This is an optimization exercise on Yosys and OpenROAD, whose aim is small area, not a production implementation. Power and IR drop assume default switching activity.

==> build 39: inputs <==
Design alu, start of the top module:
module alu (
    input wire clk,
    input wire reset,
    input wire [3:0] opcode,
    input wire [15:0] operand_a,
    input wire [15:0] operand_b,
    output reg [15:0] result,
    output wire overflow_flag
);
clock: 6.5 ns
lec_check: 0
cap_margin: 20
core_margin: 2
core_utilization: 72
cts_buf_list: sky130_fd_sc_hd__clkbuf_4
gpl_timing_driven: 0
setup_slack_margin: 0.1
slew_margin: 20
synth_hierarchical: 1
synth_minimum_keep_size: 0
standard.sh (not shown) runs the stock make flow with config.mk's settings and CLKGATE_MAP_FILE= SYNTH_SCRIPT=/design/flow/synth_recipe.tcl, a recipe that flattens the netlist after the stock synthesis.
==> flow/flow/run.sh <==
#!/bin/bash
# Layout flow: the standard flow (standard.sh), with two changes:
#  - synthesis is the standard synthesis script, except that the final ABC
#    mapping uses an area-oriented script (flow/abc_area.script) instead of
#    ORFS's delay-oriented one; timing is then repaired by OpenROAD as usual.
#  - port buffers are sky130_fd_sc_hd__buf_1 instead of the default choice.
# Each tool's output goes to a log file in this folder.
set -euo pipefail
W=$(pwd)
ABC=$W/flow/abc_area.script
# synthesis script: ORFS synth.tcl with the abc script swapped
sed "s#^  log_cmd abc {\*}\$abc_args#  lset abc_args 1 $ABC\n  log_cmd abc {*}\$abc_args#" \
  "$FLOW_HOME/scripts/synth.tcl" > "$W/synth_area.tcl"
grep -q "lset abc_args 1" "$W/synth_area.tcl"
sed "s#^source .*synth.tcl\$#source $W/synth_area.tcl#" "$W/synth_recipe.tcl" > "$W/synth_recipe_area.tcl"
grep -q "synth_area.tcl" "$W/synth_recipe_area.tcl"
bash standard.sh SYNTH_SCRIPT="$W/synth_recipe_area.tcl" \
  BUFFER_PORTS_ARGS="-buffer_cell sky130_fd_sc_hd__buf_1" finish > "$W/standard.log" 2>&1
==> flow/flow/abc_area.script <==
&get -n
&st
&dc2
&dch -f
&nf -R 1000
&put
topo
stime -c
==> trial 36 (differences from build 39) <==
--- a/flow/design.v
+++ b/flow/design.v
@@ -635,22 +635,16 @@
   wire x203 = c86 ^ x201;
   wire x204 = c88 ^ x202;
   wire x205 = x203 ^ x204;
   wire x206 = c90 ^ x205;
   wire x207 = c130 ^ x206;
   wire x208 = x207 ^ c132;
   wire x209 = c156 ^ x208;
-  wire s210, c211;
-  ha_cell us210 (.a(pp0_1), .b(pp1_0), .s(s210), .co(c211));
-  wire s212, c213;
-  fa_cell us212 (.a(pp2_0), .b(s157), .c(c211), .s(s212), .co(c213));
-  wire s214, c215;
-  fa_cell us214 (.a(c158), .b(s159), .c(c213), .s(s214), .co(c215));
-  wire [11:0] fsum = {c182, c180, c178, c176, c174, c172, c170, c168, c166, c164, c162, c160} + {x209, s181, s179, s177, s175, s173, s171, s169, s167, s165, s163, s161} + c215;
-  assign mul = {fsum[11], fsum[10], fsum[9], fsum[8], fsum[7], fsum[6], fsum[5], fsum[4], fsum[3], fsum[2], fsum[1], fsum[0], s214, s212, s210, pp0_0};
+  wire [14:0] fsum = {c182, c180, c178, c176, c174, c172, c170, c168, c166, c164, c162, c160, c158, pp2_0, pp0_1} + {x209, s181, s179, s177, s175, s173, s171, s169, s167, s165, s163, s161, s159, s157, pp1_0};
+  assign mul = {fsum[14], fsum[13], fsum[12], fsum[11], fsum[10], fsum[9], fsum[8], fsum[7], fsum[6], fsum[5], fsum[4], fsum[3], fsum[2], fsum[1], fsum[0], pp0_0};
   wire        op_arith = ~opcode[3] & ~opcode[2] & ~opcode[1];
   wire        sel_x = op_arith | (opcode == 4'b0101);
   wire        sel_mul = ~opcode[3] & opcode[1] & ~opcode[0];
   wire        sel_rev = (opcode == 4'b0111);
   wire        sel_ag = (opcode == 4'b0011) | (opcode == 4'b0100);
   wire        sel_or = (opcode == 4'b0100);
   wire [15:0] xs = ap ^ (ac & {16{op_arith}});
CORE_UTILIZATION = 76   (was 72)
CTS_CLUSTER_DIAMETER = 100   (was unset)
CTS_CLUSTER_SIZE = 30   (was unset)
SETUP_SLACK_MARGIN = unset   (was 0.1)
==> build 56 (differences from build 39) <==
--- a/flow/design.v
+++ b/flow/design.v
@@ -39,77 +39,96 @@
   wire ag13 = operand_a[13] & bx[13];
   wire ap14 = operand_a[14] ^ bx[14];
   wire ag14 = operand_a[14] & bx[14];
   wire ap15 = operand_a[15] ^ bx[15];
   wire ag15 = operand_a[15] & bx[15];
   wire agc0 = ag0 | (ap0 & sub);
   wire aG1_1 = ag1 | (ap1 & agc0);
-  wire aP1_1 = ap1 & ap0;
+  wire aG1_2 = ag2 | (ap2 & ag1);
+  wire aP1_2 = ap2 & ap1;
   wire aG1_3 = ag3 | (ap3 & ag2);
   wire aP1_3 = ap3 & ap2;
+  wire aG1_4 = ag4 | (ap4 & ag3);
+  wire aP1_4 = ap4 & ap3;
   wire aG1_5 = ag5 | (ap5 & ag4);
   wire aP1_5 = ap5 & ap4;
+  wire aG1_6 = ag6 | (ap6 & ag5);
+  wire aP1_6 = ap6 & ap5;
   wire aG1_7 = ag7 | (ap7 & ag6);
   wire aP1_7 = ap7 & ap6;
+  wire aG1_8 = ag8 | (ap8 & ag7);
+  wire aP1_8 = ap8 & ap7;
   wire aG1_9 = ag9 | (ap9 & ag8);
   wire aP1_9 = ap9 & ap8;
+  wire aG1_10 = ag10 | (ap10 & ag9);
+  wire aP1_10 = ap10 & ap9;
   wire aG1_11 = ag11 | (ap11 & ag10);
   wire aP1_11 = ap11 & ap10;
+  wire aG1_12 = ag12 | (ap12 & ag11);
+  wire aP1_12 = ap12 & ap11;
   wire aG1_13 = ag13 | (ap13 & ag12);
   wire aP1_13 = ap13 & ap12;
+  wire aG1_14 = ag14 | (ap14 & ag13);
+  wire aP1_14 = ap14 & ap13;
   wire aG1_15 = ag15 | (ap15 & ag14);
   wire aP1_15 = ap15 & ap14;
-  wire aG2_2 = ag2 | (ap2 & aG1_1);
-  wire aP2_2 = ap2 & aP1_1;
+  wire aG2_2 = aG1_2 | (aP1_2 & agc0);
   wire aG2_3 = aG1_3 | (aP1_3 & aG1_1);
-  wire aP2_3 = aP1_3 & aP1_1;
-  wire aG2_6 = ag6 | (ap6 & aG1_5);
-  wire aP2_6 = ap6 & aP1_5;
+  wire aG2_4 = aG1_4 | (aP1_4 & aG1_2);
+  wire aP2_4 = aP1_4 & aP1_2;
+  wire aG2_5 = aG1_5 | (aP1_5 & aG1_3);
+  wire aP2_5 = aP1_5 & aP1_3;
+  wire aG2_6 = aG1_6 | (aP1_6 & aG1_4);
+  wire aP2_6 = aP1_6 & aP1_4;
   wire aG2_7 = aG1_7 | (aP1_7 & aG1_5);
   wire aP2_7 = aP1_7 & aP1_5;
-  wire aG2_10 = ag10 | (ap10 & aG1_9);
-  wire aP2_10 = ap10 & aP1_9;
+  wire aG2_8 = aG1_8 | (aP1_8 & aG1_6);
+  wire aP2_8 = aP1_8 & aP1_6;
+  wire aG2_9 = aG1_9 | (aP1_9 & aG1_7);
+  wire aP2_9 = aP1_9 & aP1_7;
+  wire aG2_10 = aG1_10 | (aP1_10 & aG1_8);
+  wire aP2_10 = aP1_10 & aP1_8;
   wire aG2_11 = aG1_11 | (aP1_11 & aG1_9);
   wire aP2_11 = aP1_11 & aP1_9;
-  wire aG2_14 = ag14 | (ap14 & aG1_13);
-  wire aP2_14 = ap14 & aP1_13;
+  wire aG2_12 = aG1_12 | (aP1_12 & aG1_10);
+  wire aP2_12 = aP1_12 & aP1_10;
+  wire aG2_13 = aG1_13 | (aP1_13 & aG1_11);
+  wire aP2_13 = aP1_13 & aP1_11;
+  wire aG2_14 = aG1_14 | (aP1_14 & aG1_12);
+  wire aP2_14 = aP1_14 & aP1_12;
   wire aG2_15 = aG1_15 | (aP1_15 & aG1_13);
   wire aP2_15 = aP1_15 & aP1_13;
-  wire aG3_4 = ag4 | (ap4 & aG2_3);
-  wire aP3_4 = ap4 & aP2_3;
-  wire aG3_5 = aG1_5 | (aP1_5 & aG2_3);
-  wire aP3_5 = aP1_5 & aP2_3;
-  wire aG3_6 = aG2_6 | (aP2_6 & aG2_3);
-  wire aP3_6 = aP2_6 & aP2_3;
+  wire aG3_4 = aG2_4 | (aP2_4 & agc0);
+  wire aG3_5 = aG2_5 | (aP2_5 & aG1_1);
+  wire aG3_6 = aG2_6 | (aP2_6 & aG2_2);
   wire aG3_7 = aG2_7 | (aP2_7 & aG2_3);
-  wire aP3_7 = aP2_7 & aP2_3;
-  wire aG3_12 = ag12 | (ap12 & aG2_11);
-  wire aP3_12 = ap12 & aP2_11;
-  wire aG3_13 = aG1_13 | (aP1_13 & aG2_11);
-  wire aP3_13 = aP1_13 & aP2_11;
-  wire aG3_14 = aG2_14 | (aP2_14 & aG2_11);
-  wire aP3_14 = aP2_14 & aP2_11;
+  wire aG3_8 = aG2_8 | (aP2_8 & aG2_4);
+  wire aP3_8 = aP2_8 & aP2_4;
+  wire aG3_9 = aG2_9 | (aP2_9 & aG2_5);
+  wire aP3_9 = aP2_9 & aP2_5;
+  wire aG3_10 = aG2_10 | (aP2_10 & aG2_6);
+  wire aP3_10 = aP2_10 & aP2_6;
+  wire aG3_11 = aG2_11 | (aP2_11 & aG2_7);
+  wire aP3_11 = aP2_11 & aP2_7;
+  wire aG3_12 = aG2_12 | (aP2_12 & aG2_8);
+  wire aP3_12 = aP2_12 & aP2_8;
+  wire aG3_13 = aG2_13 | (aP2_13 & aG2_9);
+  wire aP3_13 = aP2_13 & aP2_9;
+  wire aG3_14 = aG2_14 | (aP2_14 & aG2_10);
+  wire aP3_14 = aP2_14 & aP2_10;
   wire aG3_15 = aG2_15 | (aP2_15 & aG2_11);
   wire aP3_15 = aP2_15 & aP2_11;
-  wire aG4_8 = ag8 | (ap8 & aG3_7);
-  wire aP4_8 = ap8 & aP3_7;
-  wire aG4_9 = aG1_9 | (aP1_9 & aG3_7);
-  wire aP4_9 = aP1_9 & aP3_7;
-  wire aG4_10 = aG2_10 | (aP2_10 & aG3_7);
-  wire aP4_10 = aP2_10 & aP3_7;
-  wire aG4_11 = aG2_11 | (aP2_11 & aG3_7);
-  wire aP4_11 = aP2_11 & aP3_7;
-  wire aG4_12 = aG3_12 | (aP3_12 & aG3_7);
-  wire aP4_12 = aP3_12 & aP3_7;
-  wire aG4_13 = aG3_13 | (aP3_13 & aG3_7);
-  wire aP4_13 = aP3_13 & aP3_7;
-  wire aG4_14 = aG3_14 | (aP3_14 & aG3_7);
-  wire aP4_14 = aP3_14 & aP3_7;
+  wire aG4_8 = aG3_8 | (aP3_8 & agc0);
+  wire aG4_9 = aG3_9 | (aP3_9 & aG1_1);
+  wire aG4_10 = aG3_10 | (aP3_10 & aG2_2);
+  wire aG4_11 = aG3_11 | (aP3_11 & aG2_3);
+  wire aG4_12 = aG3_12 | (aP3_12 & aG3_4);
+  wire aG4_13 = aG3_13 | (aP3_13 & aG3_5);
+  wire aG4_14 = aG3_14 | (aP3_14 & aG3_6);
   wire aG4_15 = aG3_15 | (aP3_15 & aG3_7);
-  wire aP4_15 = aP3_15 & aP3_7;
   wire ac0 = sub;
   wire as0 = ap0 ^ sub;
   wire ac1 = agc0;
   wire as1 = ap1 ^ agc0;
   wire ac2 = aG1_1;
   wire as2 = ap2 ^ aG1_1;
   wire ac3 = aG2_2;
@@ -138,16 +157,16 @@
   wire as14 = ap14 ^ aG4_13;
   wire ac15 = aG4_14;
   wire as15 = ap15 ^ aG4_14;
   wire [16:0] sum = {aG4_15, as15, as14, as13, as12, as11, as10, as9, as8, as7, as6, as5, as4, as3, as2, as1, as0};
   wire [15:0] ap = {ap15, ap14, ap13, ap12, ap11, ap10, ap9, ap8, ap7, ap6, ap5, ap4, ap3, ap2, ap1, ap0};
   wire [15:0] ag = {ag15, ag14, ag13, ag12, ag11, ag10, ag9, ag8, ag7, ag6, ag5, ag4, ag3, ag2, ag1, ag0};
   wire [15:0] ac = {ac15, ac14, ac13, ac12, ac11, ac10, ac9, ac8, ac7, ac6, ac5, ac4, ac3, ac2, ac1, ac0};
+  wire        ovf = (operand_a[15] == bx[15]) & (sum[15] != operand_a[15]);
   wire        lt = ~sum[16];
-  wire        ovf = (operand_a[15] == bx[15]) & (xs[15] != operand_a[15]);
   assign overflow_flag = (opcode[3:1] == 3'b000) ? ovf :
                          (opcode == 4'b0100) ? lt : 1'b0;
   wire [15:0] mul;
   wire [15:0] onehot = 16'd1 << operand_b[3:0];
   wire [15:0] arev, mrev;
   genvar gi;
   generate for (gi = 0; gi < 16; gi = gi + 1) begin : g_rev
@@ -635,31 +654,25 @@
   wire x203 = c86 ^ x201;
   wire x204 = c88 ^ x202;
   wire x205 = x203 ^ x204;
   wire x206 = c90 ^ x205;
   wire x207 = c130 ^ x206;
   wire x208 = x207 ^ c132;
   wire x209 = c156 ^ x208;
-  wire s210, c211;
-  ha_cell us210 (.a(pp0_1), .b(pp1_0), .s(s210), .co(c211));
-  wire s212, c213;
-  fa_cell us212 (.a(pp2_0), .b(s157), .c(c211), .s(s212), .co(c213));
-  wire s214, c215;
-  fa_cell us214 (.a(c158), .b(s159), .c(c213), .s(s214), .co(c215));
-  wire [11:0] fsum = {c182, c180, c178, c176, c174, c172, c170, c168, c166, c164, c162, c160} + {x209, s181, s179, s177, s175, s173, s171, s169, s167, s165, s163, s161} + c215;
-  assign mul = {fsum[11], fsum[10], fsum[9], fsum[8], fsum[7], fsum[6], fsum[5], fsum[4], fsum[3], fsum[2], fsum[1], fsum[0], s214, s212, s210, pp0_0};
+  wire [14:0] fsum = {c182, c180, c178, c176, c174, c172, c170, c168, c166, c164, c162, c160, c158, pp2_0, pp0_1} + {x209, s181, s179, s177, s175, s173, s171, s169, s167, s165, s163, s161, s159, s157, pp1_0};
+  assign mul = {fsum[14], fsum[13], fsum[12], fsum[11], fsum[10], fsum[9], fsum[8], fsum[7], fsum[6], fsum[5], fsum[4], fsum[3], fsum[2], fsum[1], fsum[0], pp0_0};
   wire        op_arith = ~opcode[3] & ~opcode[2] & ~opcode[1];
   wire        sel_x = op_arith | (opcode == 4'b0101);
   wire        sel_mul = ~opcode[3] & opcode[1] & ~opcode[0];
   wire        sel_rev = (opcode == 4'b0111);
-  wire        sel_ag = (opcode == 4'b0011) | (opcode == 4'b0100);
+  wire        sel_and = (opcode == 4'b0011);
   wire        sel_or = (opcode == 4'b0100);
   wire [15:0] xs = ap ^ (ac & {16{op_arith}});
   wire [15:0] next = ({16{sel_x}} & xs) | ({16{sel_mul}} & mul) | ({16{sel_rev}} & mrev) |
-                     ({16{sel_ag}} & ag) | ({16{sel_or}} & operand_b);
+                     ({16{sel_and}} & ag) | ({16{sel_or}} & (operand_a | ~ap));
   always @(posedge clk or posedge reset) begin
     if (reset) begin
       result <= 16'h0000;
     end else begin
       result <= next;
     end
   end
SETUP_SLACK_MARGIN = unset   (was 0.1)
==> flow_summary.yaml <==
layout:
  stdcell_area_um2: 5510
  sh_seq_area_pct: 7.27
  layout.nets: 789
  multi_input_gates: 531
die:
  rows: 29
route:
  wl_met1_mm: 5.51
worst_setup_path:
  path_max_fanout: 18
  cp_slowest_cell: "a22oi_1"
  critPathArrivalTime_ns: 6.73
run_status:
  status: "failed layout checks"
  violations: "negative setup slack"
timing:
  setup_viol_count_final: 3
  holdWs_ns: 0.956
  fin_ws_ns: -0.0796
pwr:
  pg_seq_mw: 0.140
  p_int_mw: 0.633
  p_sw_share_pct: 55.8
  irDropWorstVdd_v: 0.000431
placement:
  postPlaceCellArea_um2: 5320
grt:
  grt_first_pass_wirelength_mm: 24.6
yosys:
  synthDistinctLibCells: 37
# the run above: trial 36

==> flow_summary.yaml <==
placement:
  postPlaceCellArea_um2: 5710
pwr:
  p_sw_share_pct: 53.5
  p_int_mw: 0.685
  pg_seq_mw: 0.141
  irDropWorstVdd_v: 0.000590
die:
  rows: 31
grt:
  grt_first_pass_wirelength_mm: 24.9
worst_setup_path:
  crit_top_cell: "a21oi_1"
  critPathArrivalTime_ns: 6.45
  cp_slowest_cell: "a21oi_1"
timing:
  fmax_ghz: 0.159
  fin_ws_ns: 0.200
  holdWs_ns: 0.967
  finalCritPeriodShare_pct: 96.9
yosys:
  synth_top_family_by_area: "adder cells"
  synthDistinctLibCells: 39
  avgSynthCellArea_um2: 8.66
run_status:
  status: "no timing/DRC/antenna violations"
layout:
  seq_cells: 16
  area.sequential_um2: 400
  multi_input_gates: 556
route:
  wl_met1_mm: 5.93
# the run above: build 56

==> flow_summary.yaml <==
run_status:
  status: "no timing/DRC/antenna violations"
die:
  rows: 29
layout:
  multi_input_gates: 513
  layout.nets: 770
worst_setup_path:
  cp_slowest_cell: "fa_1"
  path_max_fanout: 9
  critPathArrivalTime_ns: 6.54
timing:
  holdWs_ns: 0.958
  fin_ws_ns: 0.164
pwr:
  p_int_mw: 0.614
  p_sw_share_pct: 54.1
# the run above: build 39

No run of this note included a check of the RTL's function; only the layout flow was run.

separate check: timing with driven ports:
Ports are ideal in the flow. The routed layouts listed here were re-timed in OpenROAD.
Step 1, drivers: a clkbuf_16 drives clk and a buf_2 each remaining input, both assumed.
Step 2 moves the port delays by t, midway between the first and last clock arrival at a register: inputs arrive t later, outputs are due t later. That takes back most of the time a late clock gives input paths.
Slacks: ideal ports / drivers / drivers and shift; pairs: ideal ports / drivers.
run	t (ns)	setup WS [ns]	hold WS [ns]	slew at the worst register clock pin (ns)
build 39	0.321	0.164 / 0.168 / -0.153	0.958 / 0.954 / 1.275	0.11 / 0.11
trial 36	0.312	-0.080 / -0.093 / -0.405	0.956 / 0.954 / 1.266	0.10 / 0.10
build 56	0.310	0.200 / 0.171 / -0.110	0.967 / 0.967 / 1.277	0.10 / 0.10
With both steps, setup timing fails in build 39 and build 56, where it was met with ideal ports. For trial 36, which loses most, drivers alone change the setup slack by -0.013 ns; drivers and shift together by -0.325 ns.
